Background: an optimization exercise with open tools, aiming at small area, a short achievable clock period and few clock cycles per item. Do not read the settings as production practice.
Only simulation tests tie the RTL to the original design; equivalence was not proved.

==> flow/design.v <==
module bitcoin_hash(input logic clk, reset_n, start,
	input logic [15:0] message_addr, output_addr,
	output logic done, mem_we,
	output logic [15:0] mem_addr,
	output logic [31:0] mem_write_data,
	input logic [31:0] mem_read_data);
	function automatic logic [31:0] k(input logic [5:0] i);
		case (i)
			6'd0: k = 32'h428a2f98;
			6'd1: k = 32'h71374491;
			6'd2: k = 32'hb5c0fbcf;
			6'd3: k = 32'he9b5dba5;
			6'd4: k = 32'h3956c25b;
			6'd5: k = 32'h59f111f1;
			6'd6: k = 32'h923f82a4;
			6'd7: k = 32'hab1c5ed5;
			6'd8: k = 32'hd807aa98;
			6'd9: k = 32'h12835b01;
			6'd10: k = 32'h243185be;
			6'd11: k = 32'h550c7dc3;
			6'd12: k = 32'h72be5d74;
			6'd13: k = 32'h80deb1fe;
			6'd14: k = 32'h9bdc06a7;
			6'd15: k = 32'hc19bf174;
			6'd16: k = 32'he49b69c1;
			6'd17: k = 32'hefbe4786;
			6'd18: k = 32'h0fc19dc6;
			6'd19: k = 32'h240ca1cc;
			6'd20: k = 32'h2de92c6f;
			6'd21: k = 32'h4a7484aa;
			6'd22: k = 32'h5cb0a9dc;
			6'd23: k = 32'h76f988da;
			6'd24: k = 32'h983e5152;
			6'd25: k = 32'ha831c66d;
			6'd26: k = 32'hb00327c8;
			6'd27: k = 32'hbf597fc7;
			6'd28: k = 32'hc6e00bf3;
			6'd29: k = 32'hd5a79147;
			6'd30: k = 32'h06ca6351;
			6'd31: k = 32'h14292967;
			6'd32: k = 32'h27b70a85;
			6'd33: k = 32'h2e1b2138;
			6'd34: k = 32'h4d2c6dfc;
			6'd35: k = 32'h53380d13;
			6'd36: k = 32'h650a7354;
			6'd37: k = 32'h766a0abb;
			6'd38: k = 32'h81c2c92e;
			6'd39: k = 32'h92722c85;
			6'd40: k = 32'ha2bfe8a1;
			6'd41: k = 32'ha81a664b;
			6'd42: k = 32'hc24b8b70;
			6'd43: k = 32'hc76c51a3;
			6'd44: k = 32'hd192e819;
			6'd45: k = 32'hd6990624;
			6'd46: k = 32'hf40e3585;
			6'd47: k = 32'h106aa070;
			6'd48: k = 32'h19a4c116;
			6'd49: k = 32'h1e376c08;
			6'd50: k = 32'h2748774c;
			6'd51: k = 32'h34b0bcb5;
			6'd52: k = 32'h391c0cb3;
			6'd53: k = 32'h4ed8aa4a;
			6'd54: k = 32'h5b9cca4f;
			6'd55: k = 32'h682e6ff3;
			6'd56: k = 32'h748f82ee;
			6'd57: k = 32'h78a5636f;
			6'd58: k = 32'h84c87814;
			6'd59: k = 32'h8cc70208;
			6'd60: k = 32'h90befffa;
			6'd61: k = 32'ha4506ceb;
			6'd62: k = 32'hbef9a3f7;
			default: k = 32'hc67178f2;
		endcase
	endfunction
	function automatic logic [31:0] iv(input logic [2:0] i);
		case (i)
			3'd0: iv = 32'h6a09e667;
			3'd1: iv = 32'hbb67ae85;
			3'd2: iv = 32'h3c6ef372;
			3'd3: iv = 32'ha54ff53a;
			3'd4: iv = 32'h510e527f;
			3'd5: iv = 32'h9b05688c;
			3'd6: iv = 32'h1f83d9ab;
			default: iv = 32'h5be0cd19;
		endcase
	endfunction
	function automatic logic [63:0] csa(input logic [31:0] x, y, z);
		csa = {x ^ y ^ z, ((x & y) | (x & z) | (y & z)) << 1};
	endfunction
	function automatic logic [31:0] ror(input logic [31:0] x, input int r);
		ror = (x >> r) | (x << (32 - r));
	endfunction
	logic [31:0] a, b, c, d, e, f, g, h;
	logic [31:0] w [16];
	logic [31:0] mid [8];
	logic [31:0] p;
	logic [7:0] u;
	logic [5:0] kj;
	logic [4:0] n;
	logic b1, run;
	logic [31:0] s0, s1, ch, maj, a_new, e_new;
	logic [31:0] x1s, x1c, x2s, x2c, x3s, x3c, x4s, x4c, x5s, x5c;
	always_comb begin
		s1 = ror(e, 6) ^ ror(e, 11) ^ ror(e, 25);
		ch = (e & f) ^ (~e & g);
		s0 = ror(a, 2) ^ ror(a, 13) ^ ror(a, 22);
		maj = (a & b) ^ (a & c) ^ (b & c);
		{x1s, x1c} = csa(p, ch, d);
		{x2s, x2c} = csa(x1s, x1c, s1);
		e_new = x2s + x2c;
		{x3s, x3c} = csa(p, ch, maj);
		{x4s, x4c} = csa(x3s, x3c, s1);
		{x5s, x5c} = csa(x4s, x4c, s0);
		a_new = x5s + x5c;
	end
	logic run_n, b1_n;
	logic [7:0] u_n;
	always_comb begin
		run_n = run;
		b1_n = b1;
		u_n = u + 8'd1;
		if (!run) begin
			if (start) begin
				run_n = 1;
				b1_n = 1;
				u_n = 8'd64;
			end
		end else if (b1) begin
			if (u == 8'd138) begin
				b1_n = 0;
				u_n = 8'd0;
			end
		end else begin
			if (u == 8'd129) u_n = 8'd0;
			if (u == 8'd0 && n == 5'd15) run_n = 0;
		end
	end
	logic st_mid, st_iv, park, ff_on, fold, kj_clr;
	logic w_mem, w_form, w_ff, w_g, w_nonce, w_pad, w_640, w_256;
	always_ff @(posedge clk, negedge reset_n) begin
		if (!reset_n) begin
			st_mid <= 0; st_iv <= 0; park <= 0; ff_on <= 0; fold <= 0; kj_clr <= 0;
			w_mem <= 0; w_form <= 0; w_ff <= 0; w_g <= 0; w_nonce <= 0; w_pad <= 0; w_640 <= 0; w_256 <= 0;
		end else begin
			st_mid <= run_n && !b1_n && u_n == 8'd0;
			st_iv <= run_n && u_n == 8'd66;
			park <= run_n && (b1_n ? u_n == 8'd131 : u_n == 8'd65);
			ff_on <= run_n && (b1_n ? (u_n >= 8'd131 && u_n <= 8'd138) : (u_n >= 8'd65 && u_n <= 8'd72));
			fold <= run_n && !b1_n && u_n == 8'd129;
			kj_clr <= u_n == 8'd65 || (b1_n ? (u_n == 8'd130 || u_n == 8'd138) : u_n == 8'd129);
			w_form <= run_n && ((u_n >= 8'd81 && u_n <= 8'd128) || (!b1_n && u_n >= 8'd15 && u_n <= 8'd62));
			w_mem <= run_n && (b1_n ? ((u_n >= 8'd65 && u_n <= 8'd80) || u_n == 8'd138)
			                        : (u_n == 8'd129 || u_n == 8'd0 || u_n == 8'd1));
			w_ff <= run_n && !b1_n && u_n >= 8'd65 && u_n <= 8'd72;
			w_g <= run_n && (b1_n ? u_n == 8'd130 : u_n == 8'd64);
			w_nonce <= run_n && !b1_n && u_n == 8'd2;
			w_pad <= run_n && !b1_n && (u_n == 8'd3 || u_n == 8'd73);
			w_640 <= run_n && !b1_n && u_n == 8'd14;
			w_256 <= run_n && !b1_n && u_n == 8'd80;
		end
	end
	logic [31:0] ff_x, ff_y, ff;
	always_comb begin
		ff_x = b1 ? iv(kj[2:0]) : mid[0];
		ff_y = park ? a : w[8];
		ff = ff_x + ff_y;
	end
	logic [31:0] wf, wnew, y1s, y1c, y2s, y2c;
	always_comb begin
		{y1s, y1c} = csa(ror(w[14], 17) ^ ror(w[14], 19) ^ (w[14] >> 10), w[9],
		                 ror(w[1], 7) ^ ror(w[1], 18) ^ (w[1] >> 3));
		{y2s, y2c} = csa(y1s, y1c, w[0]);
		wf = y2s + y2c;
		wnew = ({32{w_form}} & wf) | ({32{w_mem}} & mem_read_data) | ({32{w_ff}} & ff)
		     | ({32{w_g}} & g) | ({32{w_nonce}} & {27'd0, n}) | (w_pad ? 32'h80000000 : 32'd0)
		     | (w_640 ? 32'd640 : 32'd0) | (w_256 ? 32'd256 : 32'd0);
	end
	logic [31:0] p_h, p_k;
	always_comb begin
		p_h = st_iv ? iv(3'd7) : (st_mid ? mid[7] : g);
		p_k = fold ? 32'h307b5f59 : k(kj);	 
	end
	always_ff @(posedge clk) begin
		if (st_mid) begin
			a <= mid[0]; b <= mid[1]; c <= mid[2]; d <= mid[3];
			e <= mid[4]; f <= mid[5]; g <= mid[6]; h <= mid[7];
		end else if (st_iv) begin
			a <= iv(0); b <= iv(1); c <= iv(2); d <= iv(3);
			e <= iv(4); f <= iv(5); g <= iv(6); h <= iv(7);
		end else begin
			a <= a_new; b <= a; c <= b; d <= c;
			e <= e_new; f <= e; g <= f; h <= g;
		end
		mem_write_data <= a_new;
		p <= p_h + p_k + w[15];
		for (int i = 0; i < 15; i++) w[i] <= w[i+1];
		w[15] <= wnew;
		if (park) begin
			w[8] <= b; w[9] <= c; w[10] <= d;
			w[11] <= e; w[12] <= f; w[13] <= g;
		end
		if (ff_on) begin
			for (int i = 0; i < 7; i++) mid[i] <= mid[i+1];
			mid[7] <= b1 ? ff : mid[0];
		end
		if (kj_clr) kj <= 6'd0;
		else kj <= kj + 6'd1;
	end
	always_ff @(posedge clk, negedge reset_n) begin
		if (!reset_n) begin
			run <= 0;
			b1 <= 0;
			u <= 0;
			n <= 0;
			done <= 1;
			mem_we <= 0;
			mem_addr <= 0;
		end else begin
			run <= run_n;
			b1 <= b1_n;
			u <= u_n;
			mem_we <= 0;
			mem_addr <= mem_addr + 16'd1;
			if (!run) begin
				done <= !start;
				if (start) begin
					n <= 5'd31;
					mem_addr <= message_addr;
				end
			end else if (b1) begin
				if (u == 8'd136) mem_addr <= message_addr + 16'd16;
			end else begin
				if (u == 8'd127) mem_addr <= message_addr + 16'd16;
				if (u == 8'd0 && n != 5'd31) begin
					mem_we <= 1;
					mem_addr <= output_addr + {12'd0, n[3:0]};
				end
				if (u == 8'd1) n <= n + 5'd1;
			end
		end
	end
endmodule
==> flow/config.mk <==
export PLATFORM = sky130hd
export DESIGN_NAME = bitcoin_hash
export DESIGN_NICKNAME = bitcoin_hash
export VERILOG_FILES = /design/flow/design.v
export SDC_FILE = /design/flow/constraint.sdc
export NUM_CORES = 4
export LEC_CHECK = 0
export ABC_AREA = 1
export CAP_MARGIN = 20
export CORE_MARGIN = 2
export CORE_UTILIZATION = 40
export CTS_CLUSTER_DIAMETER = 60
export CTS_CLUSTER_SIZE = 25
export SETUP_SLACK_MARGIN = 5
export SLEW_MARGIN = 20
export TNS_END_PERCENT = 1
==> flow/constraint.sdc <==
create_clock -name core_clock -period 9.0 [get_ports {clk}]
set_input_delay 1.8000 -clock core_clock [delete_from_list [all_inputs] [get_ports {clk}]]
set_output_delay 1.8000 -clock core_clock [all_outputs]
set_load 0.01 [all_outputs]
run.sh (not shown) runs the stock make flow with config.mk's settings and CLKGATE_MAP_FILE= SYNTH_SCRIPT=/design/flow/synth_recipe.tcl, a recipe that flattens the netlist after the stock synthesis.
Testbench counts at the start, summed over its fixed seeds: cycles 51,792, jobs 24.
==> next run, changes <==
CTS_BUF_LIST = sky130_fd_sc_hd__clkbuf_4 sky130_fd_sc_hd__clkbuf_16   (was default)
TNS_END_PERCENT = 3   (was 1)
=>
- The new run completed without violations
- hold slack is about the same
- setup slack got worse by 0.061 ns
- synthesized area stays the same
- final cell count hardly moves
- sequential share of layout area is about the same
- flip-flop and latch count stays the same
- core utilization stays flat
- global-route usage stays flat
- critical path depth decreases by 2
==> next run, changes <==
CTS_BUF_LIST = default   (was sky130_fd_sc_hd__clkbuf_4 sky130_fd_sc_hd__clkbuf_16)
GPL_ROUTABILITY_DRIVEN = 0   (was default)
TNS_END_PERCENT = 10   (was 3)
Result: The new run passed the timing, design-rule and antenna checks; setup slack is better by 0.047 ns; core utilization rose by 0.14 points.
==> next run, changes <==
GPL_ROUTABILITY_DRIVEN = default   (was 0)
=>
- via count decreases by 1.1%
- synthesized area stays the same
- die area is unchanged
- hold slack is about the same
- register-to-register slack is about the same
- critical path depth decreases by 4
==> next run, changes <==
SETUP_SLACK_MARGIN = 4.7   (was 5)
TNS_END_PERCENT = 3   (was 10)
- final cell count came out lower slightly
- design area came out lower by a few percent
- utilization came out lower by 1.3 points
==> next run, changes <==
SETUP_SLACK_MARGIN = 5   (was 4.7)
Result:
- The changed run completed with no timing, DRC or antenna violations
- setup slack improved by 0.29 ns
- sequential share of layout area shrinks by 0.68 points
- global-route usage stays flat

==> separate check: timing with driven ports <==
In the flow no input, the clock included, has a driving cell. The finished layouts below were timed again as built, in two steps. Step 1: set_driving_cell puts a clkbuf_16 on clk and a buf_2 on each other input, an assumption about the parent block. Step 2, shift: input delay + t, output delay - t, t = (earliest + latest rising clock arrival at the registers) / 2. This alone moves slack from input paths to output paths. Three values: ideal ports, drivers, drivers and shift; two values: the first two.
run | t, ns | slack for setup (ns) | cell pins on the clock port's net
the first run | 0.824 | 4.884 / 4.884 / 4.505 | 1
the second run | 0.824 | 4.824 / 4.824 / 4.516 | 1
the third run | 0.825 | 4.870 / 4.870 / 4.488 | 1
the fourth run | 0.824 | 4.880 / 4.880 / 4.513 | 1
the fifth run | 0.828 | 4.622 / 4.622 / 4.521 | 1
the sixth run | 0.823 | 4.908 / 4.908 / 4.516 | 1
After both steps setup and hold are still met in every run listed. For the sixth run, which loses most, drivers alone change the setup slack by 0.000 ns; drivers and shift together by -0.392 ns.
